Background: an optimization exercise with open tools, aiming at small area and a short achievable clock period. Do not read the settings as production practice. At most, simulation tests tie the RTL to the original design; equivalence was not proved. For run 5, only the layout was checked, not whether the RTL still works. In every run shown here, the design's own scripts or RTL, not TritonCTS, make the clock network. The flow treats the clock pin as an ideal source. Dropping or thinning the clock tree relies on that and would not hold on a real chip. Power and IR drop assume default switching activity.

==> flow/design.v <==
module Division(
	input         clock,
	input         start,
	input  [31:0] a,
	input  [31:0] b,
	output reg [31:0] q,
	output reg [31:0] r
);
  reg [31:0] bq;
  reg [5:0]  cnt;
  reg        f1;
  wire        run = ~cnt[5];
  wire [31:0] x   = {r[30:0], q[31]};
  wire [31:0] t;       
  wire ng0, ng1, ng2, ng3, ng4, ng5, ng6, ng7, ng8, ng9, ng10, ng11, ng12, ng13, ng14, ng15, ng16, ng17, ng18, ng19, ng20, ng21, ng22, ng23, ng24, ng25, ng26, ng27, ng28, ng29, ng30, ng31;
  wire np1, np2, np3, np4, np5, np6, np7, np8, np9, np10, np11, np12, np13, np14, np15, np16, np17, np18, np19, np20, np21, np22, np23, np24, np25, np26, np27, np28, np29, np30, np31;
  wire G1_1, G1_3, P1_3, G1_5, P1_5, G1_7, P1_7, G1_9, P1_9, G1_11, P1_11, G1_13;
  wire P1_13, G1_15, P1_15, G1_17, P1_17, G1_19, P1_19, G1_21, P1_21, G1_23, P1_23, G1_25;
  wire P1_25, G1_27, P1_27, G1_29, P1_29, G1_31, P1_31, G2_3, G2_7, P2_7, G2_11, P2_11;
  wire G2_15, P2_15, G2_19, P2_19, G2_23, P2_23, G2_27, P2_27, G2_31, P2_31, G2_3_n, G3_5;
  wire G3_7, G2_11_n, P2_11_n, G3_13, P3_13, G3_15, P3_15, G2_19_n, P2_19_n, G3_21, P3_21, G3_23;
  wire P3_23, G2_27_n, P2_27_n, G3_29, P3_29, G3_31, P3_31, G4_9, G3_7_n, G4_11, G4_13, G4_15;
  wire G4_25, P4_25, G3_23_n, P3_23_n, G4_27, P4_27, G4_29, P4_29, G4_31, P4_31, G4_15_n, G5_17;
  wire G5_19, G5_21, G5_23, G5_25, G5_27, G5_29, G5_31, G1_1_n, G6_2, G6_4, G6_6, G6_8;
  wire G6_10, G4_11_n, G6_12, G4_13_n, G6_14, G6_16, G6_18, G5_19_n, G6_20, G5_21_n, G6_22, G6_24;
  wire G5_25_n, G6_26, G6_28, G6_30;
  div_pg0 pg0 (.x(x[0]), .b(bq[0]), .ng(ng0), .t(t[0]));
  div_pg  pg1 (.x(x[1]), .b(bq[1]), .ng(ng1), .np(np1));
  div_t   tt1 (.ng(ng1), .np(np1), .t(t[1]));
  div_pg  pg2 (.x(x[2]), .b(bq[2]), .ng(ng2), .np(np2));
  div_t   tt2 (.ng(ng2), .np(np2), .t(t[2]));
  div_pg  pg3 (.x(x[3]), .b(bq[3]), .ng(ng3), .np(np3));
  div_t   tt3 (.ng(ng3), .np(np3), .t(t[3]));
  div_pg  pg4 (.x(x[4]), .b(bq[4]), .ng(ng4), .np(np4));
  div_t   tt4 (.ng(ng4), .np(np4), .t(t[4]));
  div_pg  pg5 (.x(x[5]), .b(bq[5]), .ng(ng5), .np(np5));
  div_t   tt5 (.ng(ng5), .np(np5), .t(t[5]));
  div_pg  pg6 (.x(x[6]), .b(bq[6]), .ng(ng6), .np(np6));
  div_t   tt6 (.ng(ng6), .np(np6), .t(t[6]));
  div_pg  pg7 (.x(x[7]), .b(bq[7]), .ng(ng7), .np(np7));
  div_t   tt7 (.ng(ng7), .np(np7), .t(t[7]));
  div_pg  pg8 (.x(x[8]), .b(bq[8]), .ng(ng8), .np(np8));
  div_t   tt8 (.ng(ng8), .np(np8), .t(t[8]));
  div_pg  pg9 (.x(x[9]), .b(bq[9]), .ng(ng9), .np(np9));
  div_t   tt9 (.ng(ng9), .np(np9), .t(t[9]));
  div_pg  pg10 (.x(x[10]), .b(bq[10]), .ng(ng10), .np(np10));
  div_t   tt10 (.ng(ng10), .np(np10), .t(t[10]));
  div_pg  pg11 (.x(x[11]), .b(bq[11]), .ng(ng11), .np(np11));
  div_t   tt11 (.ng(ng11), .np(np11), .t(t[11]));
  div_pg  pg12 (.x(x[12]), .b(bq[12]), .ng(ng12), .np(np12));
  div_t   tt12 (.ng(ng12), .np(np12), .t(t[12]));
  div_pg  pg13 (.x(x[13]), .b(bq[13]), .ng(ng13), .np(np13));
  div_t   tt13 (.ng(ng13), .np(np13), .t(t[13]));
  div_pg  pg14 (.x(x[14]), .b(bq[14]), .ng(ng14), .np(np14));
  div_t   tt14 (.ng(ng14), .np(np14), .t(t[14]));
  div_pg  pg15 (.x(x[15]), .b(bq[15]), .ng(ng15), .np(np15));
  div_t   tt15 (.ng(ng15), .np(np15), .t(t[15]));
  div_pg  pg16 (.x(x[16]), .b(bq[16]), .ng(ng16), .np(np16));
  div_t   tt16 (.ng(ng16), .np(np16), .t(t[16]));
  div_pg  pg17 (.x(x[17]), .b(bq[17]), .ng(ng17), .np(np17));
  div_t   tt17 (.ng(ng17), .np(np17), .t(t[17]));
  div_pg  pg18 (.x(x[18]), .b(bq[18]), .ng(ng18), .np(np18));
  div_t   tt18 (.ng(ng18), .np(np18), .t(t[18]));
  div_pg  pg19 (.x(x[19]), .b(bq[19]), .ng(ng19), .np(np19));
  div_t   tt19 (.ng(ng19), .np(np19), .t(t[19]));
  div_pg  pg20 (.x(x[20]), .b(bq[20]), .ng(ng20), .np(np20));
  div_t   tt20 (.ng(ng20), .np(np20), .t(t[20]));
  div_pg  pg21 (.x(x[21]), .b(bq[21]), .ng(ng21), .np(np21));
  div_t   tt21 (.ng(ng21), .np(np21), .t(t[21]));
  div_pg  pg22 (.x(x[22]), .b(bq[22]), .ng(ng22), .np(np22));
  div_t   tt22 (.ng(ng22), .np(np22), .t(t[22]));
  div_pg  pg23 (.x(x[23]), .b(bq[23]), .ng(ng23), .np(np23));
  div_t   tt23 (.ng(ng23), .np(np23), .t(t[23]));
  div_pg  pg24 (.x(x[24]), .b(bq[24]), .ng(ng24), .np(np24));
  div_t   tt24 (.ng(ng24), .np(np24), .t(t[24]));
  div_pg  pg25 (.x(x[25]), .b(bq[25]), .ng(ng25), .np(np25));
  div_t   tt25 (.ng(ng25), .np(np25), .t(t[25]));
  div_pg  pg26 (.x(x[26]), .b(bq[26]), .ng(ng26), .np(np26));
  div_t   tt26 (.ng(ng26), .np(np26), .t(t[26]));
  div_pg  pg27 (.x(x[27]), .b(bq[27]), .ng(ng27), .np(np27));
  div_t   tt27 (.ng(ng27), .np(np27), .t(t[27]));
  div_pg  pg28 (.x(x[28]), .b(bq[28]), .ng(ng28), .np(np28));
  div_t   tt28 (.ng(ng28), .np(np28), .t(t[28]));
  div_pg  pg29 (.x(x[29]), .b(bq[29]), .ng(ng29), .np(np29));
  div_t   tt29 (.ng(ng29), .np(np29), .t(t[29]));
  div_pg  pg30 (.x(x[30]), .b(bq[30]), .ng(ng30), .np(np30));
  div_t   tt30 (.ng(ng30), .np(np30), .t(t[30]));
  div_pg  pg31 (.x(x[31]), .b(bq[31]), .ng(ng31), .np(np31));
  div_t   tt31 (.ng(ng31), .np(np31), .t(t[31]));
  div_ni n1_1 (.gh(ng1), .ph(np1), .gl(ng0), .go(G1_1));
  div_nip n1_3 (.gh(ng3), .ph(np3), .gl(ng2), .pl(np2), .go(G1_3), .po(P1_3));
  div_nip n1_5 (.gh(ng5), .ph(np5), .gl(ng4), .pl(np4), .go(G1_5), .po(P1_5));
  div_nip n1_7 (.gh(ng7), .ph(np7), .gl(ng6), .pl(np6), .go(G1_7), .po(P1_7));
  div_nip n1_9 (.gh(ng9), .ph(np9), .gl(ng8), .pl(np8), .go(G1_9), .po(P1_9));
  div_nip n1_11 (.gh(ng11), .ph(np11), .gl(ng10), .pl(np10), .go(G1_11), .po(P1_11));
  div_nip n1_13 (.gh(ng13), .ph(np13), .gl(ng12), .pl(np12), .go(G1_13), .po(P1_13));
  div_nip n1_15 (.gh(ng15), .ph(np15), .gl(ng14), .pl(np14), .go(G1_15), .po(P1_15));
  div_nip n1_17 (.gh(ng17), .ph(np17), .gl(ng16), .pl(np16), .go(G1_17), .po(P1_17));
  div_nip n1_19 (.gh(ng19), .ph(np19), .gl(ng18), .pl(np18), .go(G1_19), .po(P1_19));
  div_nip n1_21 (.gh(ng21), .ph(np21), .gl(ng20), .pl(np20), .go(G1_21), .po(P1_21));
  div_nip n1_23 (.gh(ng23), .ph(np23), .gl(ng22), .pl(np22), .go(G1_23), .po(P1_23));
  div_nip n1_25 (.gh(ng25), .ph(np25), .gl(ng24), .pl(np24), .go(G1_25), .po(P1_25));
  div_nip n1_27 (.gh(ng27), .ph(np27), .gl(ng26), .pl(np26), .go(G1_27), .po(P1_27));
  div_nip n1_29 (.gh(ng29), .ph(np29), .gl(ng28), .pl(np28), .go(G1_29), .po(P1_29));
  div_nip n1_31 (.gh(ng31), .ph(np31), .gl(ng30), .pl(np30), .go(G1_31), .po(P1_31));
  div_nt n2_3 (.gh(G1_3), .ph(P1_3), .gl(G1_1), .go(G2_3));
  div_ntp n2_7 (.gh(G1_7), .ph(P1_7), .gl(G1_5), .pl(P1_5), .go(G2_7), .po(P2_7));
  div_ntp n2_11 (.gh(G1_11), .ph(P1_11), .gl(G1_9), .pl(P1_9), .go(G2_11), .po(P2_11));
  div_ntp n2_15 (.gh(G1_15), .ph(P1_15), .gl(G1_13), .pl(P1_13), .go(G2_15), .po(P2_15));
  div_ntp n2_19 (.gh(G1_19), .ph(P1_19), .gl(G1_17), .pl(P1_17), .go(G2_19), .po(P2_19));
  div_ntp n2_23 (.gh(G1_23), .ph(P1_23), .gl(G1_21), .pl(P1_21), .go(G2_23), .po(P2_23));
  div_ntp n2_27 (.gh(G1_27), .ph(P1_27), .gl(G1_25), .pl(P1_25), .go(G2_27), .po(P2_27));
  div_ntp n2_31 (.gh(G1_31), .ph(P1_31), .gl(G1_29), .pl(P1_29), .go(G2_31), .po(P2_31));
  assign G2_3_n = ~G2_3;
  div_nt n3_5 (.gh(G1_5), .ph(P1_5), .gl(G2_3_n), .go(G3_5));
  div_ni n3_7 (.gh(G2_7), .ph(P2_7), .gl(G2_3), .go(G3_7));
  assign G2_11_n = ~G2_11;
  assign P2_11_n = ~P2_11;
  div_ntp n3_13 (.gh(G1_13), .ph(P1_13), .gl(G2_11_n), .pl(P2_11_n), .go(G3_13), .po(P3_13));
  div_nip n3_15 (.gh(G2_15), .ph(P2_15), .gl(G2_11), .pl(P2_11), .go(G3_15), .po(P3_15));
  assign G2_19_n = ~G2_19;
  assign P2_19_n = ~P2_19;
  div_ntp n3_21 (.gh(G1_21), .ph(P1_21), .gl(G2_19_n), .pl(P2_19_n), .go(G3_21), .po(P3_21));
  div_nip n3_23 (.gh(G2_23), .ph(P2_23), .gl(G2_19), .pl(P2_19), .go(G3_23), .po(P3_23));
  assign G2_27_n = ~G2_27;
  assign P2_27_n = ~P2_27;
  div_ntp n3_29 (.gh(G1_29), .ph(P1_29), .gl(G2_27_n), .pl(P2_27_n), .go(G3_29), .po(P3_29));
  div_nip n3_31 (.gh(G2_31), .ph(P2_31), .gl(G2_27), .pl(P2_27), .go(G3_31), .po(P3_31));
  div_nt n4_9 (.gh(G1_9), .ph(P1_9), .gl(G3_7), .go(G4_9));
  assign G3_7_n = ~G3_7;
  div_ni n4_11 (.gh(G2_11), .ph(P2_11), .gl(G3_7_n), .go(G4_11));
  div_ni n4_13 (.gh(G3_13), .ph(P3_13), .gl(G3_7_n), .go(G4_13));
  div_nt n4_15 (.gh(G3_15), .ph(P3_15), .gl(G3_7), .go(G4_15));
  div_ntp n4_25 (.gh(G1_25), .ph(P1_25), .gl(G3_23), .pl(P3_23), .go(G4_25), .po(P4_25));
  assign G3_23_n = ~G3_23;
  assign P3_23_n = ~P3_23;
  div_nip n4_27 (.gh(G2_27), .ph(P2_27), .gl(G3_23_n), .pl(P3_23_n), .go(G4_27), .po(P4_27));
  div_nip n4_29 (.gh(G3_29), .ph(P3_29), .gl(G3_23_n), .pl(P3_23_n), .go(G4_29), .po(P4_29));
  div_ntp n4_31 (.gh(G3_31), .ph(P3_31), .gl(G3_23), .pl(P3_23), .go(G4_31), .po(P4_31));
  assign G4_15_n = ~G4_15;
  div_nt n5_17 (.gh(G1_17), .ph(P1_17), .gl(G4_15_n), .go(G5_17));
  div_ni n5_19 (.gh(G2_19), .ph(P2_19), .gl(G4_15), .go(G5_19));
  div_ni n5_21 (.gh(G3_21), .ph(P3_21), .gl(G4_15), .go(G5_21));
  div_nt n5_23 (.gh(G3_23), .ph(P3_23), .gl(G4_15_n), .go(G5_23));
  div_ni n5_25 (.gh(G4_25), .ph(P4_25), .gl(G4_15), .go(G5_25));
  div_nt n5_27 (.gh(G4_27), .ph(P4_27), .gl(G4_15_n), .go(G5_27));
  div_nt n5_29 (.gh(G4_29), .ph(P4_29), .gl(G4_15_n), .go(G5_29));
  div_ni n5_31 (.gh(G4_31), .ph(P4_31), .gl(G4_15), .go(G5_31));
  assign G1_1_n = ~G1_1;
  div_ni n6_2 (.gh(ng2), .ph(np2), .gl(G1_1_n), .go(G6_2));
  div_ni n6_4 (.gh(ng4), .ph(np4), .gl(G2_3), .go(G6_4));
  div_ni n6_6 (.gh(ng6), .ph(np6), .gl(G3_5), .go(G6_6));
  div_ni n6_8 (.gh(ng8), .ph(np8), .gl(G3_7_n), .go(G6_8));
  div_ni n6_10 (.gh(ng10), .ph(np10), .gl(G4_9), .go(G6_10));
  assign G4_11_n = ~G4_11;
  div_ni n6_12 (.gh(ng12), .ph(np12), .gl(G4_11_n), .go(G6_12));
  assign G4_13_n = ~G4_13;
  div_ni n6_14 (.gh(ng14), .ph(np14), .gl(G4_13_n), .go(G6_14));
  div_ni n6_16 (.gh(ng16), .ph(np16), .gl(G4_15), .go(G6_16));
  div_ni n6_18 (.gh(ng18), .ph(np18), .gl(G5_17), .go(G6_18));
  assign G5_19_n = ~G5_19;
  div_ni n6_20 (.gh(ng20), .ph(np20), .gl(G5_19_n), .go(G6_20));
  assign G5_21_n = ~G5_21;
  div_ni n6_22 (.gh(ng22), .ph(np22), .gl(G5_21_n), .go(G6_22));
  div_ni n6_24 (.gh(ng24), .ph(np24), .gl(G5_23), .go(G6_24));
  assign G5_25_n = ~G5_25;
  div_ni n6_26 (.gh(ng26), .ph(np26), .gl(G5_25_n), .go(G6_26));
  div_ni n6_28 (.gh(ng28), .ph(np28), .gl(G5_27), .go(G6_28));
  div_ni n6_30 (.gh(ng30), .ph(np30), .gl(G5_29), .go(G6_30));
  wire [31:0] c;
  assign c[0] = ~ng0;
  assign c[1] = G1_1;
  assign c[2] = G6_2;
  assign c[3] = ~G2_3;
  assign c[4] = G6_4;
  assign c[5] = ~G3_5;
  assign c[6] = G6_6;
  assign c[7] = G3_7;
  assign c[8] = G6_8;
  assign c[9] = ~G4_9;
  assign c[10] = G6_10;
  assign c[11] = G4_11;
  assign c[12] = G6_12;
  assign c[13] = G4_13;
  assign c[14] = G6_14;
  assign c[15] = ~G4_15;
  assign c[16] = G6_16;
  assign c[17] = ~G5_17;
  assign c[18] = G6_18;
  assign c[19] = G5_19;
  assign c[20] = G6_20;
  assign c[21] = G5_21;
  assign c[22] = G6_22;
  assign c[23] = ~G5_23;
  assign c[24] = G6_24;
  assign c[25] = G5_25;
  assign c[26] = G6_26;
  assign c[27] = ~G5_27;
  assign c[28] = G6_28;
  assign c[29] = ~G5_29;
  assign c[30] = G6_30;
  assign c[31] = G5_31;
  wire        ge = r[31] | c[31];
  wire [31:0] nd;      
  assign nd[0] = t[0];
  div_xor dx1 (.a(t[1]), .b(ng0), .y(nd[1]));
  div_xorn dx2 (.a(t[2]), .b(G1_1), .y(nd[2]));
  div_xorn dx3 (.a(t[3]), .b(G6_2), .y(nd[3]));
  div_xor dx4 (.a(t[4]), .b(G2_3), .y(nd[4]));
  div_xorn dx5 (.a(t[5]), .b(G6_4), .y(nd[5]));
  div_xor dx6 (.a(t[6]), .b(G3_5), .y(nd[6]));
  div_xorn dx7 (.a(t[7]), .b(G6_6), .y(nd[7]));
  div_xorn dx8 (.a(t[8]), .b(G3_7), .y(nd[8]));
  div_xorn dx9 (.a(t[9]), .b(G6_8), .y(nd[9]));
  div_xor dx10 (.a(t[10]), .b(G4_9), .y(nd[10]));
  div_xorn dx11 (.a(t[11]), .b(G6_10), .y(nd[11]));
  div_xorn dx12 (.a(t[12]), .b(G4_11), .y(nd[12]));
  div_xorn dx13 (.a(t[13]), .b(G6_12), .y(nd[13]));
  div_xorn dx14 (.a(t[14]), .b(G4_13), .y(nd[14]));
  div_xorn dx15 (.a(t[15]), .b(G6_14), .y(nd[15]));
  div_xor dx16 (.a(t[16]), .b(G4_15), .y(nd[16]));
  div_xorn dx17 (.a(t[17]), .b(G6_16), .y(nd[17]));
  div_xor dx18 (.a(t[18]), .b(G5_17), .y(nd[18]));
  div_xorn dx19 (.a(t[19]), .b(G6_18), .y(nd[19]));
  div_xorn dx20 (.a(t[20]), .b(G5_19), .y(nd[20]));
  div_xorn dx21 (.a(t[21]), .b(G6_20), .y(nd[21]));
  div_xorn dx22 (.a(t[22]), .b(G5_21), .y(nd[22]));
  div_xorn dx23 (.a(t[23]), .b(G6_22), .y(nd[23]));
  div_xor dx24 (.a(t[24]), .b(G5_23), .y(nd[24]));
  div_xorn dx25 (.a(t[25]), .b(G6_24), .y(nd[25]));
  div_xorn dx26 (.a(t[26]), .b(G5_25), .y(nd[26]));
  div_xorn dx27 (.a(t[27]), .b(G6_26), .y(nd[27]));
  div_xor dx28 (.a(t[28]), .b(G5_27), .y(nd[28]));
  div_xorn dx29 (.a(t[29]), .b(G6_28), .y(nd[29]));
  div_xor dx30 (.a(t[30]), .b(G5_29), .y(nd[30]));
  div_xorn dx31 (.a(t[31]), .b(G6_30), .y(nd[31]));
  wire en   = run & ~f1;
  wire hold = ~run & ~f1;
  wire b_is0 = ~|bq;
  wire b_is1 = (bq == 32'd1);
  wire ge1   = b_is0 | (b_is1 & a[31]);
  wire f1r0  = f1 & ~b_is1;
  wire ngs;             
  div_gsel ugs (.r31(r[31]), .g(G5_31), .en(en), .ngs(ngs));
  wire [31:0] rn, qn, ny;
  wire [31:0] qs = {q[30:0], 1'b0};
  wire [31:0] as = {a[30:0], 1'b0};
  wire ngs_q, nyq0, q0n;
  div_gsel ugq (.r31(r[31]), .g(G5_31), .en(en), .ngs(ngs_q));
  div_sel2n uyq (.s0(f1), .d0(ge1), .s1(hold), .d1(q[0]), .y(nyq0));
  assign q0n = ~(ngs_q & nyq0);
  genvar i;
  generate
    for (i = 0; i < 32; i = i + 1) begin : sel
      if (i == 0) begin : y0
        div_sel3n uy (.s0(en), .d0(x[i]), .s1(hold), .d1(r[i]), .s2(f1r0), .d2(a[31]), .y(ny[i]));
      end else begin : yi
        div_sel2n uy (.s0(en), .d0(x[i]), .s1(hold), .d1(r[i]), .y(ny[i]));
      end
      div_mux2i ur (.s(ngs), .a1n(ny[i]), .a0n(nd[i]), .y(rn[i]));
      if (i == 0) begin : q0
        assign qn[i] = q0n;
      end else begin : qi
        div_sel3  uq (.s0(f1), .d0(as[i]), .s1(en), .d1(qs[i]), .s2(hold), .d2(q[i]), .y(qn[i]));
      end
    end
  endgenerate
  always @(posedge clock) begin
    bq  <= b;
    r   <= rn;
    q   <= qn;
    f1  <= start;
    cnt <= start ? 6'd0 : cnt + {5'd0, run};
  end
endmodule
module div_pg(input x, input b, output ng, output np);
  assign ng = ~(x & ~b);
  assign np = ~(x | ~b);
endmodule
module div_t(input ng, input np, output t);
  assign t = ng & ~np;
endmodule
module div_pg0(input x, input b, output ng, output t);
  assign ng = ~(x | ~b);
  assign t  = ~(x ^ b);
endmodule
module div_xor(input a, input b, output y);
  assign y = a ^ b;
endmodule
module div_xorn(input a, input b, output y);
  assign y = ~(a ^ b);
endmodule
module div_gsel(input r31, input g, input en, output ngs);
  assign ngs = ~(en & (r31 | g));
endmodule
module div_gseln(input r31, input g, input en, output ngs);
  assign ngs = ~(en & (r31 | ~g));
endmodule
module div_sel2n(input s0, input d0, input s1, input d1, output y);
  assign y = ~((s0 & d0) | (s1 & d1));
endmodule
module div_mux2i(input s, input a1n, input a0n, output y);
  assign y = ~(s ? a1n : a0n);
endmodule
module div_sel3n(input s0, input d0, input s1, input d1, input s2, input d2, output y);
  assign y = ~((s0 & d0) | (s1 & d1) | (s2 & d2));
endmodule
module div_sel3(input s0, input d0, input s1, input d1, input s2, input d2, output y);
  assign y = (s0 & d0) | (s1 & d1) | (s2 & d2);
endmodule
module div_nt(input gh, input ph, input gl, output go);
  assign go = ~(gh | (ph & gl));
endmodule
module div_ntp(input gh, input ph, input gl, input pl, output go, output po);
  assign go = ~(gh | (ph & gl));
  assign po = ~(ph & pl);
endmodule
module div_ni(input gh, input ph, input gl, output go);
  assign go = ~gh | (~ph & ~gl);
endmodule
module div_nip(input gh, input ph, input gl, input pl, output go, output po);
  assign go = ~gh | (~ph & ~gl);
  assign po = ~ph & ~pl;
endmodule
==> flow/flow/run.sh <==
#!/bin/bash
# Standard ORFS layout (the standard.sh) with these changes:
#  - the port buffers are the smallest buffer (buf_1) instead of the one buffer_ports picks;
#  - the full-adder extraction step in synthesis is skipped, so ABC maps the adder logic itself;
#  - ABC sizes cells for a 1 fF load instead of 5 fF (smaller cells; the placer's repair sizes up);
#  - the clock tree is one level of four clkbuf_16 (flow/clock_buffers.tcl, via the
#    PRE_CTS_TCL hook) instead of TritonCTS's two levels.
# Each tool's output goes to the logs under orfs/logs; make's output goes to standard.log.
export BUFFER_PORTS_ARGS="-buffer_cell sky130_fd_sc_hd__buf_1"
export ADDER_MAP_FILE=
export PRE_CTS_TCL="$PWD/flow/pre_cts.tcl"
bash standard.sh ABC_LOAD_IN_FF=1 finish > standard.log 2>&1
==> flow/flow/clock_buffers.tcl <==
# One-level clock tree: the clock port drives four clkbuf_16, each driving the
# flip-flops of one quarter of the core (split by x at the median, then each half
# by y at its median), placed at the centre of its flip-flops. Replaces TritonCTS.
set block [ord::get_db_block]
set db [ord::get_db]
set clk_net [$block findNet clock]
set master [$db findMaster sky130_fd_sc_hd__clkbuf_16]
set sinks {}
foreach it [$clk_net getITerms] {
  set inst [$it getInst]
  if { [[$inst getMaster] isSequential] || [string match "*CLK*" [[$it getMTerm] getName]] } {
    set loc [$inst getLocation]
    lappend sinks [list $it [lindex $loc 0] [lindex $loc 1]]
  }
}
set n [llength $sinks]
puts "clock_buffers: $n sinks"
set byx [lsort -integer -index 1 $sinks]
set h [expr {$n / 2}]
set groups {}
foreach half [list [lrange $byx 0 [expr {$h - 1}]] [lrange $byx $h end]] {
  set byy [lsort -integer -index 2 $half]
  set m [expr {[llength $byy] / 2}]
  lappend groups [lrange $byy 0 [expr {$m - 1}]] [lrange $byy $m end]
}
set k 0
foreach g $groups {
  set net [odb::dbNet_create $block "clknet_q$k"]
  $net setSigType CLOCK
  set buf [odb::dbInst_create $block $master "clkbuf_q$k"]
  set sx 0; set sy 0
  foreach s $g {
    set it [lindex $s 0]
    $it disconnect
    $it connect $net
    incr sx [lindex $s 1]; incr sy [lindex $s 2]
  }
  set cnt [llength $g]
  $buf setLocation [expr {$sx / $cnt}] [expr {$sy / $cnt}]
  $buf setPlacementStatus PLACED
  [$buf findITerm A] connect $clk_net
  [$buf findITerm X] connect $net
  puts "clock_buffers: clkbuf_q$k drives $cnt sinks"
  incr k
}
==> flow/flow/pre_cts.tcl <==
# Hook run by ORFS's cts.tcl before its clock_tree_synthesis call: builds the
# one-level clock tree of clock_buffers.tcl and turns that call into setting the
# clock propagated, so TritonCTS adds no second level. The rest of cts.tcl
# (legalisation, setup and hold repair) runs as usual.
source [file join [file dirname [info script]] clock_buffers.tcl]
proc clock_tree_synthesis { args } {
  puts "clock_tree_synthesis replaced by flow/clock_buffers.tcl"
  set_propagated_clock [all_clocks]
}
==> flow/standard.sh <==
#!/bin/bash
# synth_recipe.tcl (not shown) runs the flow's synth.tcl, then flattens the netlist and writes it again
# the make line also repeats each setting of config.mk as NAME=value (left out here)
make -C /OpenROAD-flow-scripts/flow DESIGN_CONFIG=/design/flow/config.mk WORK_HOME=/design/flow/orfs CLKGATE_MAP_FILE= SYNTH_SCRIPT=/design/flow/synth_recipe.tcl "${@:-finish}"
==> flow/config.mk <==
export PLATFORM = sky130hd
export DESIGN_NAME = Division
export DESIGN_NICKNAME = Division
export VERILOG_FILES = /design/flow/design.v
export SDC_FILE = /design/flow/constraint.sdc
export NUM_CORES = 4
export LEC_CHECK = 0
export CAP_MARGIN = 20
export CORE_MARGIN = 2
export CORE_UTILIZATION = 40
export PLACE_DENSITY = 0.6
export SETUP_SLACK_MARGIN = 3.9
export SLEW_MARGIN = 20
export SYNTH_HIERARCHICAL = 1
export SYNTH_MINIMUM_KEEP_SIZE = 0
export TNS_END_PERCENT = 10
==> flow/constraint.sdc <==
create_clock -name core_clock -period 6.0 [get_ports {clock}]
set_input_delay 1.2000 -clock core_clock [delete_from_list [all_inputs] [get_ports {clock}]]
set_output_delay 1.2000 -clock core_clock [all_outputs]
set_load 0.01 [all_outputs]
==> impl_metrics.tcl, run 1 <==
set metrics [dict create \
    min_from "cnt[3]" \
    drtIter0Drc 321 \
    synthTopCellsByCount "dfxtp_1, nor2b_1, inv_1, o21ai_1" \
    synth_top_area_share_pct 44.2 \
    worstMarginPinSlew_ps 787 \
    port_buffers 129 \
    hpwlAfterDp_um 8410 \
    grt_pass1_wl_um 19200 \
    holdPathEnd "cnt[3]" \
    ys.warnings.count 7 \
    period_needed_ps 2070 \
    p_comb_share_pct 13.2 \
    leakage_nw 2.50 \
    die_w_um 112 \
    synth_seq_area_share_pct 44.2 \
    track_usage_pct 17.8 \
    grt_overflow 0 \
    worst_ep_arrival_time_ps 2170 \
    regArea_mm2 0.00211 \
    cap_violations 0 \
    crit_family "compound AO/OA/AOI/OAI gates" \
    p_seq_share_pct 62.2 \
    dieArea_mm2 0.0125 \
    irDropWorstVdd_mv 0.203 \
    slowest_delay_ps 360 \
    crit_top_cell "o21ai_4" \
    crit_path_max_fanout 8 \
    cts.clk_slew.worst_paths_ps 100 \
    design.core.area_mm2 0.0114 \
    yosysUniqueCellTypes 23 \
    rsz0062_at_grt "true" \
    wirelength_um 12700 \
    r2r_slack_ps 3930 \
    worst_hold_path.num_cells 2 \
    path_class "reg2reg" \
    pin_count 130 \
    finalCritPeriodShare_pct 34.6 \
    grt_use_met3_pct 2.07 \
    post_drt_wl_per_cell_um 15.7 \
    grt_max_degree 36 \
    reg2reg_depth 9 \
    crit_path_top_delay_cell "dfxtp_1" \
    fill_cells 1102 \
    firstDrtPassIters 6 \
    critPathBufInv 1 \
    antennaDiodeCount 0 \
    fmax_mhz 482 \
    intPower_w 0.000921 \
    busiest_layer "met2" \
    synth.area.top_cells "dfxtp_1, nor2b_1, a222oi_1" \
    gr-usage-met1_pct 24.7 \
    clock_latency_ps 160 \
    fin_util_pct 52.6 \
    grt_pass1_vias 3969 \
    synth_largest_area_cell "dfxtp_1" \
    ys_ff_latch 103 \
    crit_path_start_kind "register" \
    p_sw_w 0.000289 \
    finalClockSkew_ps 8.96 \
    use_met2_pct 31.2 \
    regToRegEndpoint "r[28]" \
    syn2layout_area_growth_pct 28.8 \
    dr_total_vias 4302 \
    gp_congestion 0.841 \
    post-route-drc-count 0 \
    tns_ps 0 \
    p_per_area_mw_per_mm2 202 \
    multi_input_area_mm2 0.00274 \
    swShare_pct 23.9 \
    synth_most_common_cell "dfxtp_1" \
    die_h_um 112 \
    path_cells "nor2b_2 > nor2_1 > a21oi_2 > o21ai_4 > a21oi_2 > o21ai_4 > o21ai_4 > clkbuf_16 > mux2i_1" \
    syn_area_mm2 0.00466 \
    layout-drive-gt1-share_pct 16.3 \
    syn_inst 506 \
    cp-end-kind "register" \
    postSynthAreaPerCell_um2 9.21 \
    r2r-start "bq[19]" \
    report.final.slew_viol_count 0 \
    async_flop_share_pct 0 \
    antenna_found_initial 0 \
    synth_flop_cell "dfxtp_1" \
    worstPathRequired_ps 6100 \
    status "no timing/DRC/antenna violations" \
    num_rows 39 \
    syn_nets 572 \
    min_path_type "reg2reg" \
    vias_per_cell 5.35 \
    finalHoldViolCount 0 \
    power.share.clock_pct 24.6 \
    max-slew-margin-rel_pct 47.5 \
    synth-edff-count 0 \
    setup_viol_count_final 0 \
    nets 729 \
    start_util_pct 40.8 \
    antenna_left 0 \
]
[metrics by stage]
step                      area, um2  setup slack (ps)  cells  power (W)  hold slack, ps
after global placement         5440              3710    782   0.000901             459
after detailed placement       5440              3620    782   0.000906             467
final                          6000              3930    804    0.00121             480
after CTS                      5600              3860    790    0.00120             481
after floorplan                4740              3650    506   0.000851             439
after global routing           6000              3810    804    0.00127             503
[cell usage in the layout, fill, tap and decap left out, types with 18 or more instances in the layout]
cell and n:
buf_1 129, xnor2_1 24, dfxtp_2 24, nor2b_1 40, nor2b_4 18, o21ai_1 37
mux2i_1 32, nor2_1 23, dfxtp_1 75, a222oi_1 32, inv_1 49, nand2b_1 28
a22oi_1 32
[layout make-up]
type | instances | area share, %
Buffer | 4 | 1.67
Multi-Input combinational cell | 355 | 45.7
Timing Repair Buffer | 149 | 11.4
Tap cell | 143 | 2.98
Sequential cell | 103 | 35.1
Inverter | 50 | 3.13
[cells by family (layout without fill, tap and decap cells)]
family / after synthesis / after routing / synth area share (%)
AO/OA/AOI/OAI: 134 / 134 / 19.7
AND/OR/NAND/NOR: 153 / 155 / 18.8
flip-flops: 103 / 103 / 44.2
XOR/XNOR: 34 / 34 / 6.39
multiplexers: 32 / 32 / 6.87
buffers and inverters: 50 / 203 / 4.03
[flip-flops by register name, summed over array words and instances (netlist names)]
signal,count
bq,32
q,32
cnt,6
f1,1
r,32
[metal layers]
metal,share of wire [%],vias to the layer above
li1,-,2125
met1,45,2062
met2,50,104
met3,5.0,11
met4,0.84,0
met5,0,-
[per-module statistics from Yosys (local to each module, per instance), a selection]
module | cells | cell area, um2 | copies in the design
Division | 156 | 2350 | 1
div_sel3 | 2 | 13.8 | 31
div_pg | 2 | 12.5 | 31
div_sel3n | 1 | 10.0 | 1
div_mux2i | 1 | 10.0 | 32
div_ntp | 2 | 8.76 | 12
div_xor | 1 | 8.76 | 9
div_nt | 1 | 5.00 | 8
[what timing repair did]
action                     4_1_cts  5_1_grt
gates cloned                     3        2
gates resized for setup          3       89
setup endpoints to repair       32       32
hold buffers                     0        0
pin swaps                        2       10
buffers inserted                 1       12
[worst reg2reg max path, delay by kind of cell, from the launching register on]
family	cells	cell delay, ps
AO/OA/AOI/OAI	5	900
flip-flops	1	360
AND/OR/NAND/NOR	2	320
buffers and inverters	1	240
multiplexers	1	190
[power by group through the flow]
stage	registers, W	logic [W]	clock network, W
floorplan	0.000770	0.0000810	0
global placement	0.000764	0.000137	0
detailed placement	0.000766	0.000140	0
CTS	0.000751	0.000141	0.000310
global route	0.000758	0.000177	0.000334
finish	0.000753	0.000160	0.000297
[how the worst max path moves through the flow]
| stage | depth (start not counted) | to | from | slack [ps] |
|---|---|---|---|---|
| 2_1_floorplan | 8 | r[0] | q[31] | 3650 |
| 3_3_place_gp | 9 | r[5] | bq[9] | 3710 |
| 3_5_place_dp | 9 | r[10] | r[1] | 3620 |
| 4_1_cts | 9 | r[6] | r[10] | 3860 |
| 5_1_grt | 10 | r[15] | r[5] | 3810 |
| 6_report | 9 | r[28] | bq[19] | 3930 |
==> run 2, diff against run 1 <==
--- a/flow/config.mk
+++ b/flow/config.mk
@@ -10,3 +10,3 @@
 export CORE_UTILIZATION = 40
-export PLACE_DENSITY = 0.6
+export PLACE_DENSITY = 0.7
 export SETUP_SLACK_MARGIN = 3.9
@@ -15,2 +15 @@
 export SYNTH_MINIMUM_KEEP_SIZE = 0
-export TNS_END_PERCENT = 10
==> run 2 against run 1 <==
  * Register-to-register slack better by 40 ps
  * Clock skew up 3.6 ps
  * Final cell count decreased by 0.62%
  * Sequential share of layout area grew 0.36 points
  * First-iteration DRC count rose by 49%
  * Largest power group unchanged
  * Sequential cell count is the same
  * Sequential power hardly changed
  * Hold slack gained 4.2 ps
  * Design area fell by 1.5%
  * Worst setup slack gained 29 ps
  * Synthesized cell count did not move
  * Critical endpoint is now r[14]
==> impl_metrics.tcl, run 2 <==
set metrics [dict create \
    status "no timing/DRC/antenna violations" \
    num_rows 39 \
    antenna_left 0 \
    syn2layout_area_growth_pct 26.8 \
    design_area_mm2 0.00591 \
    crit_path_start_kind "register" \
    p_comb_share_pct 12.9 \
    slowest_delay_ps 460 \
    ys.warnings.count 7 \
    synthTopCellsByCount "dfxtp_1, nor2b_1, inv_1, o21ai_1" \
    antennaDiodeCount 0 \
    hpwlAfterDp_um 8590 \
    power.share.clock_pct 24.5 \
    postSynthAreaPerCell_um2 9.21 \
    max-slew-margin-rel_pct 52.6 \
    synth.area.top_cells "dfxtp_1, nor2b_1, a222oi_1" \
    grt_max_degree 65 \
    die_w_um 112 \
    reg.largest.list "bq (32), q (32), r (32)" \
    synth_flop_cell "dfxtp_1" \
    layout-drive-gt1-share_pct 14.3 \
    syn_nets 572 \
    firstDrtPassIters 7 \
    report.final.slew_viol_count 0 \
    dpl-instance-area_mm2 0.00544 \
    worstMarginPinSlew_ps 710 \
    path_cells "buf_1" \
    post_drt_wl_per_cell_um 15.6 \
    gp_congestion 0.851 \
    period_needed_ps 2050 \
    post-route-drc-count 0 \
    cts_hold_buf 0 \
    worstPathRequired_ps 4800 \
    finalClockSkew_ps 12.6 \
    start_util_pct 40.8 \
    mostFrequentLayoutCell "buf_1" \
    intPower_w 0.000917 \
    cap_violations 0 \
    p_per_area_mw_per_mm2 204 \
    crit_path_top_delay_cell "dfxtp_1" \
    dr_total_vias 4378 \
    nets 724 \
    synth_most_common_cell "dfxtp_1" \
    setup_viol_count_final 0 \
    p_sw_w 0.000285 \
    cp-end-kind "primary output" \
    swShare_pct 23.7 \
    grt_pass1_wl_um 19100 \
    clock_latency_ps 170 \
    ys_ff_latch 103 \
    rsz0062_at_grt "false" \
    fill_cells 1094 \
    worst_ep_arrival_time_ps 850 \
    vias_per_cell 5.48 \
    dp_worst_setup_slack_ps 3450 \
    leakage_nw 2.45 \
    path_class "reg2out" \
    multi_input_area_mm2 0.00267 \
    yosysUniqueCellTypes 23 \
    synth-edff-count 0 \
    synth_top_area_share_pct 44.2 \
    drtIter0Drc 478 \
    async_flop_share_pct 0 \
    tns_ps 0 \
    regArea_mm2 0.00210 \
    wirelength_um 12400 \
    setup_slack_ps 3950 \
    pin_count 130 \
    min_path_type "reg2reg" \
    p_seq_share_pct 62.5 \
    mostFrequentLayoutCells "buf_1, dfxtp_1, inv_1" \
    synth_seq_area_share_pct 44.2 \
    cts.clk_slew.worst_paths_ps 100 \
    design.core.area_mm2 0.0114 \
    track_usage_pct 17.6 \
    crit_path_max_fanout 5 \
    fmax_mhz 489 \
    finalCritPeriodShare_pct 34.1 \
    finalHoldViolCount 0 \
    port_buffers 129 \
    syn_inst 506 \
    die_h_um 112 \
    dieArea_mm2 0.0125 \
    antenna_found_initial 0 \
    critPathBufInv 1 \
    crit_family "flip-flops" \
    grt_pass1_vias 4067 \
    grt_overflow 0 \
    synth_largest_area_cell "dfxtp_1" \
    syn_area_mm2 0.00466 \
    irDropWorstVdd_mv 0.136 \
]
## run 2: metrics by stage
stage / util, % / hold slack [ps] / instances / power, W
2_1_floorplan: - / 439 / 506 / 0.000851
3_3_place_gp: 47.6 / 456 / 782 / 0.000901
3_5_place_dp: 47.6 / 469 / 782 / 0.000906
4_1_cts: 49.0 / 486 / 789 / 0.00120
5_1_grt: 51.7 / 509 / 799 / 0.00126
6_report: 51.7 / 484 / 799 / 0.00120
## run 2: modules after synthesis, one instance, submodules excluded, a selection
module | area, um2 | copies in the design | flip-flops and latches
div_nip | 8.76 | 20 | 0
div_xor | 8.76 | 9 | 0
div_mux2i | 10.0 | 32 | 0
div_xorn | 8.76 | 22 | 0
div_sel2n | 7.51 | 32 | 0
div_sel3n | 10.0 | 1 | 0
div_gsel | 5.00 | 2 | 0
div_sel3 | 13.8 | 31 | 0
Division | 2350 | 1 | 103
div_pg0 | 15.0 | 1 | 0
div_ntp | 8.76 | 12 | 0
div_ni | 5.00 | 23 | 0
## run 2: path summary, 6_finish.rpt
| kind | from | endpoint | slack (ps) | depth (start not counted) |
|---|---|---|---|---|
| max | r[14] | r[14] | 3950 | 1 |
| min | cnt[3] | cnt[3] | 480 | 2 |
| max reg2reg | f1 | r[4] | 3970 | 7 |
| min reg2reg | cnt[3] | cnt[3] | 480 | 2 |
## run 2: cell type report
type,count,area share (%)
multi-input cells,354,45.1
flip-flops and latches,103,35.5
repair buffers,145,11.5
inverters,50,3.18
well taps,143,3.03
plain buffers,4,1.69
## run 2: cell families after synthesis
family / count (synthesis) / share of synthesized area (%)
mux: 32 / 6.87
xor+xnor: 34 / 6.39
simple gates: 153 / 18.8
buf+inv: 50 / 4.03
compound gates: 134 / 19.7
flops: 103 / 44.2
## run 2: power by group through the flow
| stage | clock network (W) | registers (W) | logic, W |
|---|---|---|---|
| 2_1_floorplan | 0 | 0.000770 | 0.0000810 |
| 3_3_place_gp | 0 | 0.000763 | 0.000138 |
| 3_5_place_dp | 0 | 0.000765 | 0.000141 |
| 4_1_cts | 0.000307 | 0.000750 | 0.000144 |
| 5_1_grt | 0.000331 | 0.000758 | 0.000171 |
| 6_report | 0.000295 | 0.000752 | 0.000156 |
## run 2: timing repair
item | 4_1_cts | 5_1_grt
resized for setup | 8 | 66
pin swaps | 4 | 7
setup buffers | 2 | 7
gates cloned | 1 | 3
endpoints found under the hold margin | 0 | 0
setup endpoints to repair | 32 | 32
## run 2: routing by layer
metal	vias to the layer above	routed length, um	track usage (%)
li1	2114	-	-
met1	2089	5340	23.0
met2	156	6120	31.7
met3	19	720	1.91
met4	0	250	3.66
met5	-	0	0
==> run 3, diff against run 2 <==
--- a/flow/config.mk
+++ b/flow/config.mk
@@ -9,4 +9,4 @@
 export CORE_MARGIN = 2
-export CORE_UTILIZATION = 40
-export PLACE_DENSITY = 0.7
+export CORE_UTILIZATION = 50
+export PLACE_DENSITY = 0.6
 export SETUP_SLACK_MARGIN = 3.9
==> run 3 against run 2 <==
  * Worst setup slack improved by 4.1 ps
  * Total power fell by 1.0%
  * Sequential share of layout area grew 0.32 points
  * Area after synthesis unchanged
  * Final cell count shrank 4.0%
  * Critical path type is now reg2reg
  * Largest cell class unchanged
==> impl_metrics.tcl, run 3 <==
set metrics [dict create \
    max-slew-margin-rel_pct 52.2 \
    crit_path_max_fanout 7 \
    cap_violations 0 \
    post-route-drc-count 0 \
    path_cells "nor2b_2 > o21ai_1 > a21oi_2 > o21ai_4 > a21oi_4 > o21ai_2 > o21ai_4 > buf_12 > buf_12 > mux2i_1" \
    path_class "reg2reg" \
    grt_overflow 0 \
    reg.largest.list "bq (32), q (32), r (32)" \
    firstDrtPassIters 8 \
    grt_max_degree 36 \
    mostFrequentLayoutCells "buf_1, dfxtp_1, inv_1" \
    dpl-instance-area_mm2 0.00540 \
    grt_pass1_wl_um 17400 \
    crit_path_start_kind "register" \
    ys.warnings.count 7 \
    synthTopCellsByCount "dfxtp_1, nor2b_1, inv_1, o21ai_1" \
    cp-end-kind "register" \
    design.core.area_mm2 0.00915 \
    start_util_pct 50.9 \
    power_w 0.00119 \
    reg2reg_depth 10 \
    drtIter0Drc 264 \
    synth_most_common_cell "dfxtp_1" \
    dieArea_mm2 0.0101 \
    finalClockSkew_ps 9.86 \
    post_drt_wl_per_cell_um 15.2 \
    ys_ff_latch 103 \
    die_h_um 101 \
    min_path_type "reg2reg" \
    syn_nets 572 \
    syn2layout_area_growth_pct 25.0 \
    whs_ps 480 \
    finalCritPeriodShare_pct 34.0 \
    worst_ep_arrival_time_ps 2120 \
    postSynthAreaPerCell_um2 9.21 \
    rsz0062_at_grt "true" \
    fill_cells 854 \
    clock_latency_ps 160 \
    worstPathRequired_ps 6080 \
    design_area_mm2 0.00582 \
    p_per_area_mw_per_mm2 204 \
    worst_hold_path.num_cells 2 \
    gp_congestion 0.817 \
    synth_seq_area_share_pct 44.2 \
    synth.area.top_cells "dfxtp_1, nor2b_1, a222oi_1" \
    async_flop_share_pct 0 \
    port_buffers 129 \
    irDropWorstVdd_mv 0.217 \
    layout-drive-gt1-share_pct 13.1 \
    critPathBufInv 2 \
    tns_ps 0 \
    hpwlAfterDp_um 7820 \
    num_rows 35 \
    status "no timing/DRC/antenna violations" \
    r2r_slack_ps 3960 \
    grt_pass1_vias 3759 \
    cts.clk_slew.worst_paths_ps 90 \
    antennaDiodeCount 0 \
    slowest_delay_ps 360 \
    period_needed_ps 2040 \
    cts_hold_buf 0 \
    finalHoldViolCount 0 \
    mostFrequentLayoutCell "buf_1" \
    worstMarginPinSlew_ps 714 \
    leakage_nw 2.41 \
    vias_per_cell 5.50 \
    syn_inst 506 \
    track_usage_pct 20.4 \
    die_w_um 101 \
    antenna_found_initial 0 \
    crit_family "compound AO/OA/AOI/OAI gates" \
    nets 724 \
    dr_total_vias 4221 \
    pin_count 130 \
    synth_largest_area_cell "dfxtp_1" \
    synth_flop_cell "dfxtp_1" \
    report.final.slew_viol_count 0 \
    path_depth 10 \
    fmax_mhz 490 \
    antenna_left 0 \
    yosysUniqueCellTypes 23 \
    fin_util_pct 63.6 \
    wirelength_um 11600 \
    synth-edff-count 0 \
    syn_area_mm2 0.00466 \
    setup_viol_count_final 0 \
    synth_top_area_share_pct 44.2 \
    crit_path_top_delay_cell "dfxtp_1" \
]
==> run 3: cell counts after synthesis <==
Identical to the previous run, type by type.
==> run 3: repair_timing <==
action                     in CTS  in global routing
buffers inserted                5                  3
resized for setup               8                 51
setup endpoints to repair      27                 34
cloned                          0                  5
pin swaps                       4                  3
==> run 3: kinds of logic (layout without fill, tap and decap cells) <==
family / after synthesis / count (layout) / synth area share (%)
AOI/OAI and AO/OA: 134 / 134 / 19.7
muxes: 32 / 32 / 6.87
DFF: 103 / 103 / 44.2
xor gates and xnor gates: 34 / 34 / 6.39
buffers and inverters: 50 / 198 / 4.03
and+or+nand+nor: 153 / 155 / 18.8
==> run 3: worst reg2reg max path, stage by stage (launching register included) <==
cell and delay [ps]:
dfxtp_1 360, nor2b_2 210, o21ai_1 110, a21oi_2 160, o21ai_4 100, a21oi_4 230
o21ai_2 110, o21ai_4 190, buf_12 150, buf_12 130, mux2i_1 210
==> run 3: worst paths after layout <==
check | endpoint | from
setup / recovery | r[5] | bq[7]
hold / removal | cnt[3] | cnt[3]
setup reg to reg | r[5] | bq[7]
hold reg to reg | cnt[3] | cnt[3]
==> run 3: metrics by stage <==
stage / std cells / setup slack [ps]
2_1_floorplan: 506 / 3650
3_3_place_gp: 750 / 3520
3_5_place_dp: 750 / 3410
4_1_cts: 759 / 3860
5_1_grt: 767 / 3850
6_report: 767 / 3960
==> run 3: layout make-up <==
| cell class | instances | area [um2] | area share (%) |
|---|---|---|---|
| inverter | 50 | 188 | 3.22 |
| sequential | 103 | 2080 | 35.8 |
| multi-input combinational | 355 | 2650 | 45.4 |
| buffer | 4 | 100 | 1.72 |
| timing repair buffer | 144 | 668 | 11.5 |
| tap | 111 | 139 | 2.38 |
==> run 3: Yosys stat by module, one instance, submodules excluded, a selection <==
module	cells	cell area, um2	flip-flops and latches	times used
div_nt	1	5.00	0	8
div_xor	1	8.76	0	9
div_t	1	6.26	0	31
div_sel2n	1	7.51	0	32
div_xorn	1	8.76	0	22
div_gsel	1	5.00	0	2
div_pg0	2	15.0	0	1
==> run 3: metal layers <==
layer / vias to the layer above / wire length, um / GRT usage [%]
li1: 2110 / - / -
met1: 2000 / 5320 / 27.9
met2: 100 / 5670 / 35.8
met3: 11 / 479 / 1.53
met4: 0 / 167 / 3.27
met5: - / 0 / 0
==> run 3: power by group <==
group	leakage [nW]	switching, W	internal, W
clock	0.0493	0.000168	0.000123
sequential	0.861	0.0000310	0.000719
combinational	1.50	0.0000794	0.0000698
==> run 4, diff against run 3 <==
--- a/flow/config.mk
+++ b/flow/config.mk
@@ -9,5 +9,5 @@
 export CORE_MARGIN = 2
-export CORE_UTILIZATION = 50
+export CORE_UTILIZATION = 40
 export PLACE_DENSITY = 0.6
-export SETUP_SLACK_MARGIN = 3.9
+export SETUP_SLACK_MARGIN = 3.85
 export SLEW_MARGIN = 20
==> run 4 against run 3 <==
  * First-iteration DRC count increased by 32%
  * Clock skew about the same
  * Maximum frequency decreased by 1.8%
  * Combinational power increased by 7%
  * Sequential share of layout area decreased by 0.58 points
  * Critical endpoint is now r[28]
==> impl_metrics.tcl, run 4 <==
set metrics [dict create \
    dpl.cell_count 782 \
    worstPathRequired_ps 6090 \
    mostFrequentLayoutCells "buf_1, dfxtp_1, inv_1" \
    crit_path_top_delay_cell "dfxtp_1" \
    min_path_type "reg2reg" \
    dieArea_mm2 0.0125 \
    nets 729 \
    finalCritPeriodShare_pct 34.7 \
    drtIter0Drc 348 \
    clock_latency_ps 160 \
    cap_violations 0 \
    wirelength_um 12600 \
    grt_pass1_wl_um 19000 \
    antenna_left 0 \
    syn_area_mm2 0.00466 \
    port_buffers 129 \
    synth_most_common_cell "dfxtp_1" \
    syn_nets 572 \
    path_class "reg2reg" \
    reg.largest.list "bq (32), q (32), r (32)" \
    finalClockSkew_ps 10.1 \
    regToRegEndpoint "r[28]" \
    syn2layout_area_growth_pct 28.0 \
    die_w_um 112 \
    grt_max_degree 35 \
    cts.clk_slew.worst_paths_ps 100 \
    cts_hold_buf 0 \
    antenna_found_initial 0 \
    worst_ep_arrival_time_ps 2170 \
    synthTopCellsByCount "dfxtp_1, nor2b_1, inv_1, o21ai_1" \
    die_h_um 112 \
    yosysUniqueCellTypes 23 \
    ys_ff_latch 103 \
    min_from "cnt[3]" \
    fmax_mhz 481 \
    postSynthAreaPerCell_um2 9.21 \
    synth_top_area_share_pct 44.2 \
    design.core.area_mm2 0.0114 \
    track_usage_pct 17.6 \
    setup_viol_count_final 0 \
    num_rows 39 \
    synth_seq_area_share_pct 44.2 \
    async_flop_share_pct 0 \
    firstDrtPassIters 7 \
    crit_path_max_fanout 8 \
    p_per_area_mw_per_mm2 203 \
    crit_path_start_kind "register" \
    startpoint "r[11]" \
    power_w 0.00121 \
    design_area_mm2 0.00597 \
    cp-end-kind "register" \
    gp_congestion 0.841 \
    fin_cells 804 \
    crit_path_end "r[28]" \
    reg2reg_depth 9 \
    dpl-instance-area_mm2 0.00544 \
    mostFrequentLayoutCell "buf_1" \
    synth.area.top_cells "dfxtp_1, nor2b_1, a222oi_1" \
    finalHoldViolCount 0 \
    path_cells "nor2b_1 > nor2_1 > nand2_1 > o21ai_1 > a21oi_4 > o21ai_4 > o21ai_4 > clkbuf_16 > mux2i_1" \
    post-route-drc-count 0 \
    leakage_nw 2.49 \
    report.final.slew_viol_count 0 \
    grt_pass1_vias 3957 \
    pin_count 130 \
    worstMarginPinSlew_ps 826 \
    antennaDiodeCount 0 \
    vias_per_cell 5.35 \
    layout-drive-gt1-share_pct 15.4 \
    status "no timing/DRC/antenna violations" \
    rsz0062_at_grt "false" \
    synth_largest_area_cell "dfxtp_1" \
    ys.warnings.count 7 \
    r2r-start "r[11]" \
    hpwlAfterDp_um 8410 \
    grt_overflow 0 \
    syn_inst 506 \
    dr_total_vias 4302 \
    synth-edff-count 0 \
    start_util_pct 40.8 \
    r2r_slack_ps 3920 \
    max-slew-margin-rel_pct 44.9 \
    irDropWorstVdd_mv 0.201 \
    tns_ps 0 \
    crit_top_cell "o21ai_4" \
    post_drt_wl_per_cell_um 15.6 \
    slowest_delay_ps 390 \
    synth_flop_cell "dfxtp_1" \
    period_needed_ps 2080 \
]
[run 4: cell counts after synthesis]
Identical to the previous run, type by type.
[run 4: worst min-delay path by stage]
| stage | end | slack [ps] | depth (start not counted) |
|---|---|---|---|
| after global placement | cnt[3] | 460 | 2 |
| after floorplan | cnt[3] | 440 | 2 |
| final | cnt[3] | 480 | 2 |
| after global routing | cnt[3] | 500 | 2 |
| after detailed placement | cnt[3] | 470 | 2 |
| after CTS | cnt[3] | 480 | 2 |
[run 4: modules after synthesis (local to each module, per instance), a selection]
module	flip-flops and latches	copies in the design	cells inside	cell area [um2]
div_gsel	0	2	1	5.00
div_pg	0	31	2	12.5
div_ni	0	23	1	5.00
div_xor	0	9	1	8.76
div_sel3	0	31	2	13.8
div_sel3n	0	1	1	10.0
div_ntp	0	12	2	8.76
div_nip	0	20	2	8.76
div_mux2i	0	32	1	10.0
div_t	0	31	1	6.26
[run 4: metal layers]
layer	track usage, %	routed length (um)
met1	24.5	5630
met2	30.7	6170
met3	2.07	665
met4	1.30	91
met5	0	0
[run 4: timing repair]
item,in CTS,in global routing
setup endpoints to repair,32,34
cloned,2,3
pin swaps,2,9
buffers inserted,1,12
resized for setup,3,79
[run 4: critical path: cells and delay by family (launching register included)]
family / cells / cell delay, ps
buffers and inverters: 1 / 240
and+or+nand+nor: 3 / 440
DFF: 1 / 390
muxes: 1 / 190
AOI/OAI and AO/OA: 4 / 740
[run 4: final cells by class]
type | instances | area (um2)
sequential | 103 | 2100
buffer | 4 | 100
multi-input combinational | 355 | 2710
tap | 143 | 179
inverter | 50 | 188
timing repair buffer | 149 | 686
fill | 1111 | 5450
[run 4: per-stage QoR]
| stage | hold slack, ps | setup slack [ps] | utilization [%] |
|---|---|---|---|
| 2_1_floorplan | 439 | 3650 | - |
| 3_3_place_gp | 459 | 3710 | 47.6 |
| 3_5_place_dp | 467 | 3620 | 47.6 |
| 4_1_cts | 481 | 3840 | 49.0 |
| 5_1_grt | 503 | 3810 | 52.2 |
| 6_report | 480 | 3920 | 52.2 |
[run 4: report_power, final]
| part | total [W] | internal (W) | switching [W] |
|---|---|---|---|
| Combinational | 0.000159 | 0.0000777 | 0.0000811 |
| Sequential | 0.000753 | 0.000720 | 0.0000328 |
| Clock | 0.000298 | 0.000123 | 0.000175 |
| Total | 0.00121 | 0.000921 | 0.000289 |
[run 4: logic make-up after synthesis]
group	after synthesis	synth area share, %
buffers and inverters	50	4.03
AOI/OAI and AO/OA	134	19.7
muxes	32	6.87
and+or+nand+nor	153	18.8
xor gates and xnor gates	34	6.39
DFF	103	44.2
==> run 5, diff against run 4 <==
--- a/flow/design.v
+++ b/flow/design.v
@@ -242,4 +242,7 @@
   wire f1r0  = f1 & ~b_is1;
-  wire ngs;             
-  div_gsel ugs (.r31(r[31]), .g(G5_31), .en(en), .ngs(ngs));
+  wire [3:0] ngs;
+  div_gsel ugs0 (.r31(r[31]), .g(G5_31), .en(en), .ngs(ngs[0]));
+  div_gsel ugs1 (.r31(r[31]), .g(G5_31), .en(en), .ngs(ngs[1]));
+  div_gsel ugs2 (.r31(r[31]), .g(G5_31), .en(en), .ngs(ngs[2]));
+  div_gsel ugs3 (.r31(r[31]), .g(G5_31), .en(en), .ngs(ngs[3]));
   wire [31:0] rn, qn, ny;
@@ -259,3 +262,3 @@
       end
-      div_mux2i ur (.s(ngs), .a1n(ny[i]), .a0n(nd[i]), .y(rn[i]));
+      div_mux2i ur (.s(ngs[i / 8]), .a1n(ny[i]), .a0n(nd[i]), .y(rn[i]));
       if (i == 0) begin : q0
--- a/flow/config.mk
+++ b/flow/config.mk
@@ -11,3 +11,3 @@
 export PLACE_DENSITY = 0.6
-export SETUP_SLACK_MARGIN = 3.85
+export SETUP_SLACK_MARGIN = 3.9
 export SLEW_MARGIN = 20
==> run 5 against run 4 <==
  * Utilization increased by 0.41 points
  * Via count down 0.44%
  * Hold slack improved by 5.6 ps
  * Clock skew is 6.1 ps lower
  * First-iteration DRC count is 14% lower
  * Design area rose by 0.78%
  * Sequential cell count unchanged
  * Worst setup slack better by 61 ps
  * Combinational power fell by 6%
  * Routed wire length is 7.0% lower
  * Area after synthesis rose by 0.32%
  * Total power fell by 0.59%
  * Largest power group unchanged
==> impl_metrics.tcl, run 5 <==
set metrics [dict create \
    status "no timing/DRC/antenna violations" \
    leakage_nw 2.47 \
    intPower_w 0.000916 \
    syn_inst 509 \
    fin_util_pct 52.7 \
    start_util_pct 40.9 \
    synth-edff-count 0 \
    irDropWorstVdd_mv 0.163 \
    dp_worst_setup_slack_ps 3480 \
    num_rows 39 \
    worstMarginPinSlew_ps 615 \
    firstDrtPassIters 5 \
    gp_congestion 0.811 \
    post_drt_wl_per_cell_um 14.6 \
    synth_top_family_by_area "compound AO/OA/AOI/OAI gates" \
    worstPathRequired_ps 6040 \
    syn_nets 575 \
    antennaDiodeCount 0 \
    report.final.slew_viol_count 0 \
    path_class "reg2reg" \
    power_w 0.00120 \
    worst_ep_arrival_time_ps 2060 \
    synth-xor-area-share_pct 6.37 \
    synth_seq_area_share_pct 44.1 \
    min_path_type "reg2reg" \
    crit_path_start_kind "register" \
    setup_viol_count_final 0 \
    finalHoldViolCount 0 \
    grt_pass1_vias 4011 \
    power.share.clock_pct 24.8 \
    cts_hold_buf 0 \
    ys_ff_latch 103 \
    die_h_um 112 \
    synth_compound_gate_area_share_pct 19.9 \
    track_usage_pct 16.9 \
    path_cells "nor4_1 > nand4_1 > o31a_1 > a222oi_1 > mux2i_1" \
    rsz0062_at_grt "true" \
    mostFrequentLayoutCells "buf_1, dfxtp_1, inv_1" \
    synthMuxAreaShare_pct 6.85 \
    fill_cells 1107 \
    tns_ps 0 \
    p_sw_w 0.000286 \
    die_w_um 112 \
    p_per_area_mw_per_mm2 200 \
    postSynthAreaPerCell_um2 9.19 \
    hpwlAfterDp_um 8460 \
    crit_path_top_delay_cell "nor4_1" \
    syn2layout_area_growth_pct 28.6 \
    cts.clk_slew.worst_paths_ps 100 \
    yosysUniqueCellTypes 23 \
    grt_pass1_wl_um 18500 \
    grt_max_degree 41 \
    port_buffers 129 \
    p_seq_share_pct 62.8 \
    synthTopCellsByCount "dfxtp_1, nor2b_1, inv_1, o21ai_1" \
    drtIter0Drc 300 \
    clock_latency_ps 160 \
    finalCritPeriodShare_pct 33.6 \
    pin_count 130 \
    fmax_mhz 495 \
    dieArea_mm2 0.0126 \
    slowest_delay_ps 510 \
    finalClockSkew_ps 4.03 \
    design.core.area_mm2 0.0114 \
    synth_top_area_share_pct 44.1 \
    dr_total_vias 4283 \
    synth_largest_area_cell "dfxtp_1" \
    p_comb_share_pct 12.4 \
    wirelength_um 11700 \
    grt_overflow 0 \
    post-route-drc-count 0 \
    syn_area_mm2 0.00468 \
    vias_per_cell 5.35 \
    cap_violations 0 \
    synthSimpleGateAreaFrac_pct 18.8 \
    antenna_found_initial 0 \
    synthAdderAreaFrac_pct 0 \
    synth_flop_cell "dfxtp_1" \
    cp-end-kind "register" \
    period_needed_ps 2020 \
    reg.largest.list "bq (32), q (32), r (32)" \
    async_flop_share_pct 0 \
    nets 725 \
    setup_slack_ps 3980 \
    synth.area.top_cells "dfxtp_1, nor2b_1, a222oi_1" \
    ys.warnings.count 7 \
    max-slew-margin-rel_pct 58.8 \
    layout-drive-gt1-share_pct 16.4 \
    antenna_left 0 \
    swShare_pct 23.8 \
    mostFrequentLayoutCell "buf_1" \
    synth_most_common_cell "dfxtp_1" \
    crit_path_max_fanout 3 \
]
-- run 5: cell count changes after synthesis --
cell,delta
o21ai_1,+3
-- run 5: final cells by class --
type / instances / area (um2) / share of cell area, %
plain buffers: 4 / 100 / 1.66
repair buffers: 142 / 661 / 11.0
inverters: 50 / 188 / 3.12
flip-flops and latches: 103 / 2100 / 35.0
well taps: 143 / 179 / 2.98
multi-input cells: 358 / 2780 / 46.3
-- run 5: logic make-up after synthesis --
kind of cell / count (synthesis)
AO/OA/AOI/OAI: 137
multiplexers: 32
AND/OR/NAND/NOR: 153
XOR/XNOR: 34
buffers and inverters: 50
flip-flops: 103
-- run 5: worst paths after layout --
check         start  endpoint  slack [ps]  depth (start not counted)
max          bq[13]      r[0]        3980                          5
min          cnt[3]    cnt[3]         490                          2
max reg2reg  bq[13]      r[0]        3980                          5
min reg2reg  cnt[3]    cnt[3]         490                          2
-- run 5: power by group through the flow --
| stage | sequential (W) | clock, W | combinational (W) |
|---|---|---|---|
| finish | 0.000755 | 0.000298 | 0.000150 |
| floorplan | 0.000770 | 0 | 0.0000804 |
| CTS | 0.000752 | 0.000306 | 0.000141 |
| detailed placement | 0.000768 | 0 | 0.000135 |
| global placement | 0.000766 | 0 | 0.000133 |
| global route | 0.000761 | 0.000328 | 0.000166 |
-- run 5: layer usage --
| metal | GRT usage [%] | up-vias | wire (um) |
|---|---|---|---|
| li1 | - | 2129 | - |
| met1 | 22.7 | 2035 | 5190 |
| met2 | 30.0 | 101 | 5730 |
| met3 | 1.51 | 18 | 511 |
| met4 | 3.33 | 0 | 248 |
| met5 | 0 | - | 0 |
-- run 5: what timing repair did --
| action | in CTS | in global routing |
|---|---|---|
| setup buffers | 8 | 3 |
| setup endpoints to repair | 34 | 54 |
| cloned | 1 | 1 |
| resized for setup | 13 | 81 |
| pin swaps | 9 | 6 |
-- run 5: critical path: cells and delay by family (launching register included) --
kind	cells	cell delay, ps
compound gates	2	650
flops	1	340
mux	1	120
simple gates	2	790
-- run 5: per-module statistics from Yosys (local to each module, per instance), excerpt --
module     cell area (um2)  flops+latches  times used  cells inside
div_sel3              13.8              0          31             2
div_gsel              5.00              0           5             1
div_sel2n             7.51              0          32             1
div_ni                5.00              0          23             1
div_pg                12.5              0          31             2
div_sel3n             10.0              0           1             1
div_pg0               15.0              0           1             2
Division              2350            103           1           156
div_mux2i             10.0              0          32             1
div_nt                5.00              0           8             1
div_ntp               8.76              0          12             2
-- run 5: per-stage QoR --
step | hold WS [ps] | area, um2 | cells
finish | 485 | 6010 | 800
global route | 518 | 6010 | 800
CTS | 490 | 5750 | 796
detailed placement | 474 | 5450 | 783
global placement | 455 | 5450 | 783
floorplan | 439 | 4770 | 509

-- re-timing with driven ports --
The flow's constraints put no driver on any port. The routed layouts listed below were extracted and timed again, unchanged, in two steps. Step 1 assumes that a clkbuf_16 drives the clock port and a buf_2 every other input. Step 2 adds t to the input delays and takes it off the output delays; t is the mean of the earliest and latest rising clock arrival at the registers after step 1. Input paths then give back, and output paths get back, about the clock's delay inside the block. Three values: ideal ports, drivers, drivers and shift; two values: the first two.
run	t, ns	setup WS [ns]	worst setup path after step 2	worst slew at a driven data input, ns	pins driven straight from the clock port
run 1	0.240	3.926 / 3.871 / 3.925	register to register	0.04	4
run 2	0.238	3.954 / 3.876 / 3.974	register to register	0.07	4
run 3	0.238	3.958 / 3.888 / 3.958	register to register	0.05	4
run 4	0.242	3.921 / 3.877 / 3.920	register to register	0.05	4
run 5	0.237	3.982 / 3.915 / 3.982	register to register	0.04	4
After both steps every run listed still meets setup and hold.
